Context: an optimization exercise on an open-source flow, tuned for small area and a short achievable clock period. The choices shown serve that exercise and are no tape-out recipe.
Where RTL was checked, it was by simulation tests only, not by an equivalence proof against the original.
Power is estimated from default activity; no workload was simulated.

Design neurona_capa_1, start of the top module:
module neurona_capa_1(
    weight_0, weight_1, weight_2, weight_3, weight_4, weight_5, weight_6, weight_7, weight_8, weight_9, weight_10, weight_11, weight_12, weight_13, weight_14, weight_15, weight_16, weight_17, weight_18, weight_19, weight_20, weight_21, weight_22, weight_23, weight_24, weight_25, weight_26, weight_27, weight_28, weight_29, weight_30, weight_31, weight_32, weight_33, weight_34, weight_35, weight_36, weight_37, weight_38, weight_39, weight_40, weight_41, weight_42, weight_43, weight_44, weight_45, weight_46, weight_47, weight_48,
    pixel_0, pixel_1, pixel_2, pixel_3, pixel_4, pixel_5, pixel_6, pixel_7, pixel_8, pixel_9, pixel_10, pixel_11, pixel_12, pixel_13, pixel_14, pixel_15, pixel_16, pixel_17, pixel_18, pixel_19, pixel_20, pixel_21, pixel_22, pixel_23, pixel_24, pixel_25, pixel_26, pixel_27, pixel_28, pixel_29, pixel_30, pixel_31, pixel_32, pixel_33, pixel_34, pixel_35, pixel_36, pixel_37, pixel_38, pixel_39, pixel_40, pixel_41, pixel_42, pixel_43, pixel_44, pixel_45, pixel_46, pixel_47, pixel_48,
    clk, out
);
==> flow/config.mk <==
export PLATFORM = sky130hd
export DESIGN_NAME = neurona_capa_1
export DESIGN_NICKNAME = neurona_capa_1
export VERILOG_FILES = /design/flow/design.v
export SDC_FILE = /design/flow/constraint.sdc
export NUM_CORES = 4
export LEC_CHECK = 0
export CAP_MARGIN = 20
export CORE_MARGIN = 2
export CORE_UTILIZATION = 40
export CTS_BUF_LIST = sky130_fd_sc_hd__clkbuf_4 sky130_fd_sc_hd__clkbuf_8
export SETUP_SLACK_MARGIN = 4.7
export SLEW_MARGIN = 20
export SYNTH_HIERARCHICAL = 1
export SYNTH_MINIMUM_KEEP_SIZE = 0
==> flow/constraint.sdc <==
create_clock -name core_clock -period 8.0 [get_ports {clk}]
set_input_delay 1.6000 -clock core_clock [delete_from_list [all_inputs] [get_ports {clk}]]
set_output_delay 1.6000 -clock core_clock [all_outputs]
set_load 0.01 [all_outputs]
standard.sh (not shown) runs the stock make flow with config.mk's settings and CLKGATE_MAP_FILE= SYNTH_SCRIPT=/design/flow/synth_recipe.tcl, a recipe that flattens the netlist after the stock synthesis.
==> flow/flow/run.sh <==
#!/bin/bash
# Own layout flow: the standard flow (standard.sh, unchanged synthesis),
# except that the port buffers buffer_ports inserts are buf_1 cells rather
# than the default it picks; timing repair resizes them where needed.
set -euo pipefail
export BUFFER_PORTS_ARGS="-buffer_cell sky130_fd_sc_hd__buf_1"
bash standard.sh > standard.log 2>&1
Next try:
==> flow/flow/run.sh (replaced) <==
#!/bin/bash
# Own layout flow: the standard flow (standard.sh, unchanged synthesis),
# with two changes: the port buffers buffer_ports inserts are buf_1 cells
# (timing repair resizes them where needed), and the setup repair margin is
# 0 ns for the pre-placement repair in floorplan and 4.85 ns for the
# repairs after clock-tree synthesis and global routing, so that gates are
# upsized from placed timing rather than from the wire-less estimate.
set -euo pipefail
export BUFFER_PORTS_ARGS="-buffer_cell sky130_fd_sc_hd__buf_1"
SETUP_SLACK_MARGIN=0 bash standard.sh synth floorplan > standard_floorplan.log 2>&1
SETUP_SLACK_MARGIN=4.85 bash standard.sh > standard.log 2>&1
- SETUP_SLACK_MARGIN: 4.7 -> not set
Final area grows by a few percent.
Count of clock-buffer cells in the layout grows by 1.
Power grows by a few percent.
Flip-flop and latch count is unchanged.
Core utilization grows by 1.2 points.
Next try:
==> flow/flow/run.sh (replaced) <==
#!/bin/bash
# Own layout flow: the standard flow (standard.sh, unchanged synthesis),
# except that the port buffers buffer_ports inserts are buf_1 cells rather
# than the default it picks; timing repair resizes them where needed.
set -euo pipefail
export BUFFER_PORTS_ARGS="-buffer_cell sky130_fd_sc_hd__buf_1"
bash standard.sh > standard.log 2>&1
- SETUP_SLACK_MARGIN: not set -> 4.8
Result:
- The changed run finished with timing, DRC and antenna clean
- core utilization grows by 0.22 points
- power falls by 0.84%
- hold slack got worse by 0.012 ns
- fmax fell by 5.3%
Next try:
==> flow/flow/run.sh (replaced) <==
#!/bin/bash
# Own layout flow: the standard flow (standard.sh, unchanged synthesis),
# with two changes: the port buffers buffer_ports inserts are buf_1 cells
# (timing repair resizes them where needed), and the setup repair margin is
# 4.4 ns for the pre-placement repair in floorplan and 4.7 ns for the
# repairs after clock-tree synthesis and global routing, so that gates are
# upsized from placed timing rather than from the wire-less estimate.
set -euo pipefail
export BUFFER_PORTS_ARGS="-buffer_cell sky130_fd_sc_hd__buf_1"
SETUP_SLACK_MARGIN=4.4 bash standard.sh synth floorplan > standard_floorplan.log 2>&1
SETUP_SLACK_MARGIN=4.7 bash standard.sh > standard.log 2>&1
- SETUP_SLACK_MARGIN: 4.8 -> not set
Effect:
- The changed run completed without violations
- worst setup slack is better by 0.097 ns
- clock power is lower by 8.4%
- sequential power hardly moves
Next try:
==> flow/flow/run.sh (replaced) <==
#!/bin/bash
# Own layout flow: the standard flow (standard.sh, unchanged synthesis),
# except that the port buffers buffer_ports inserts are buf_1 cells rather
# than the default it picks; timing repair resizes them where needed.
set -euo pipefail
export BUFFER_PORTS_ARGS="-buffer_cell sky130_fd_sc_hd__buf_1"
bash standard.sh > standard.log 2>&1
- SETUP_SLACK_MARGIN: not set -> 4.75
=>
- The changed run finished with timing, DRC and antenna clean
- power came out lower slightly
- hold slack is worse by 0.019 ns
- via count went down slightly
- routed wire length went down by a few percent
- combinational power went down slightly
- die area does not change
Next try:
==> flow/flow/run.sh (replaced) <==
#!/bin/bash
# Own layout flow: the standard flow (standard.sh, unchanged synthesis),
# with two changes: the port buffers buffer_ports inserts are buf_1 cells
# (timing repair resizes them where needed), and the setup repair margin is
# 0 ns for the pre-placement repair in floorplan and 5.0 ns for the
# repairs after clock-tree synthesis and global routing, so that gates are
# upsized from placed timing rather than from the wire-less estimate.
set -euo pipefail
export BUFFER_PORTS_ARGS="-buffer_cell sky130_fd_sc_hd__buf_1"
SETUP_SLACK_MARGIN=0 bash standard.sh synth floorplan > standard_floorplan.log 2>&1
SETUP_SLACK_MARGIN=5.0 bash standard.sh > standard.log 2>&1
- SETUP_SLACK_MARGIN: 4.75 -> not set
After rerunning:
- power came out higher by roughly a tenth
- sequential share of layout area came out lower by 1.5 points
- worst setup slack improved by 0.10 ns
- core utilization came out higher by 5.5 points
- clock-buffer cell count came out higher by 1

========
neurona_capa_1, a different RTL version from the one above (not shown whole).
For scale: about 950 cells after synthesis, about 78 flip-flops, roughly 450 I/O pins, about 0.010 mm2 of cells after synthesis.
Settings: LEC_CHECK=0, CAP_MARGIN=20, CORE_MARGIN=2, CORE_UTILIZATION=40, SETUP_SLACK_MARGIN=5.0, SLEW_MARGIN=20, SYNTH_HIERARCHICAL=1, SYNTH_MINIMUM_KEEP_SIZE=0; clock period 8.0 ns.
==> flow/flow/run.sh <==
#!/bin/bash
# Own layout flow: the standard flow (standard.sh, unchanged synthesis),
# except that the port buffers buffer_ports inserts are buf_1 cells rather
# than the default it picks; timing repair resizes them where needed.
set -euo pipefail
export BUFFER_PORTS_ARGS="-buffer_cell sky130_fd_sc_hd__buf_1"
bash standard.sh > standard.log 2>&1
Next try:
--- a/flow/config.mk
+++ b/flow/config.mk
@@ -11 +11 @@
-export SETUP_SLACK_MARGIN = 5.0
+export SETUP_SLACK_MARGIN = 4.5
Critical path depth is unchanged.
Worst setup slack loses 0.0039 ns.
Wire length is lower by 2.4%.
Worst hold slack degrades by 0.0094 ns.
Flip-flop and latch count stays the same.
Final cell count decreases by 0.88%.
Via count is lower by 1.5%.
Function was not checked in any run of this note: the RTL went through the layout flow alone.

========
Another version of the RTL of neurona_capa_1 (not shown whole).
Size: ~1,000 cells after synthesis, roughly 0.011 mm² of cells after synthesis.
Settings: LEC_CHECK=0, CAP_MARGIN=20, CORE_MARGIN=2, CORE_UTILIZATION=40, SETUP_SLACK_MARGIN=4.7, SLEW_MARGIN=20, SYNTH_HIERARCHICAL=1, SYNTH_MINIMUM_KEEP_SIZE=0; clock period 8.0 ns.
Scripts as last shown in full above: flow/flow/run.sh
The first run finished clean.
Change:
Settings changed: CTS_BUF_LIST set to sky130_fd_sc_hd__clkbuf_4 sky130_fd_sc_hd__clkbuf_8.
Effect: The new run produced a clean layout. Total power shrinks by 3.4%. Area after synthesis is unchanged. Die area does not change. Fmax is about the same. Worst setup slack barely changes.
Change:
Settings changed: SETUP_SLACK_MARGIN 4.7 to 4.8.
After rerunning: Count of clock-buffer cells in the layout drops by 1; clock skew hardly moves; cell area climbs by a few percent; global-route usage hardly moves; routed wire length climbs slightly; via count drops slightly; die area is unchanged.
Function was not checked in any run of this note: the RTL went through the layout flow alone.

========
RTL: one of the versions met above, not the one the previous note started from.
Size in the first run: about 960 cells after synthesis.
clock: 8.0 ns
lec_check: 0
cap_margin: 20
core_margin: 2
core_utilization: 40
cts_buf_list: sky130_fd_sc_hd__clkbuf_4 sky130_fd_sc_hd__clkbuf_8
slew_margin: 20
synth_hierarchical: 1
synth_minimum_keep_size: 0
==> flow/flow/run.sh <==
#!/bin/bash
# Own layout flow: the standard flow (standard.sh, unchanged synthesis),
# with two changes: the port buffers buffer_ports inserts are buf_1 cells
# (timing repair resizes them where needed), and the setup repair margin is
# 0 ns for the pre-placement repair in floorplan and 4.7 ns for the
# repairs after clock-tree synthesis and global routing, so that gates are
# upsized from placed timing rather than from the wire-less estimate.
set -euo pipefail
export BUFFER_PORTS_ARGS="-buffer_cell sky130_fd_sc_hd__buf_1"
SETUP_SLACK_MARGIN=0 bash standard.sh synth floorplan > standard_floorplan.log 2>&1
SETUP_SLACK_MARGIN=4.7 bash standard.sh > standard.log 2>&1
The first run completed with no timing, DRC or antenna violations.
==> next run, changes <==
==> flow/flow/run.sh (replaced) <==
#!/bin/bash
# Own layout flow: the standard flow (standard.sh, unchanged synthesis),
# except that the port buffers buffer_ports inserts are buf_1 cells rather
# than the default it picks; timing repair resizes them where needed.
set -euo pipefail
export BUFFER_PORTS_ARGS="-buffer_cell sky130_fd_sc_hd__buf_1"
bash standard.sh > standard.log 2>&1
--- a/flow/config.mk
+++ b/flow/config.mk
@@ -11,2 +11,3 @@
 export CTS_BUF_LIST = sky130_fd_sc_hd__clkbuf_4 sky130_fd_sc_hd__clkbuf_8
+export SETUP_SLACK_MARGIN = 4.6
 export SLEW_MARGIN = 20
What happened: Register-to-register slack degrades by 0.10 ns; critical path depth stays the same; die area is unchanged; first-iteration DRC count went down by roughly a tenth; setup slack degrades by 0.091 ns; power went down by a few percent; fmax went down by a few percent; cell area went down slightly; non-clock buffer count does not change; sequential power stays flat.

==> separate check: timing with driven ports <==
The flow's constraints put no driver on any port. The routed layouts listed below were extracted and timed again, unchanged, in two steps. Step 1, drivers: a clkbuf_16 drives clk and a buf_2 each remaining input, both assumed. Step 2 adds t to the input delays and takes it off the output delays; t is the mean of the earliest and latest rising clock arrival at the registers after step 1. Input paths then give back, and output paths get back, about the clock's delay inside the block. a / b / c = ideal / step 1 / step 2; a / b = the first two.
| run | t (ns) | setup slack, ns | slew at the worst register clock pin (ns) |
|---|---|---|---|
| the first run of note 1 | 0.412 | 4.727 / 4.684 / 4.330 | 0.11 / 0.11 |
| the second run of note 1 | 0.410 | 4.808 / 4.800 / 4.441 | 0.10 / 0.10 |
| the third run of note 1 | 0.428 | 4.628 / 4.628 / 4.420 | 0.11 / 0.11 |
| the fourth run of note 1 | 0.407 | 4.725 / 4.736 / 4.329 | 0.10 / 0.10 |
| the fifth run of note 1 | 0.417 | 4.698 / 4.698 / 4.369 | 0.10 / 0.10 |
| the sixth run of note 1 | 0.406 | 4.799 / 4.799 / 4.434 | 0.10 / 0.10 |
| the first run of note 2 | 0.370 | 4.353 / 4.304 / 3.933 | 0.07 / 0.07 |
| the second run of note 2 | 0.374 | 4.349 / 4.321 / 3.946 | 0.06 / 0.06 |
| the first run of note 3 | 0.384 | 4.721 / 4.731 / 4.348 | 0.07 / 0.07 |
| the second run of note 3 | 0.421 | 4.722 / 4.741 / 4.320 | 0.11 / 0.11 |
| the third run of note 3 | 0.410 | 4.782 / 4.782 / 4.417 | 0.11 / 0.11 |
| the first run of note 4 | 0.407 | 4.725 / 4.736 / 4.329 | 0.10 / 0.10 |
| the second run of note 4 | 0.414 | 4.634 / 4.642 / 4.239 | 0.10 / 0.10 |
After both steps setup and hold are still met in every run listed. The setup slack of the first run of note 2, which loses most, moves by -0.049 ns with the drivers and by -0.420 ns with both steps.
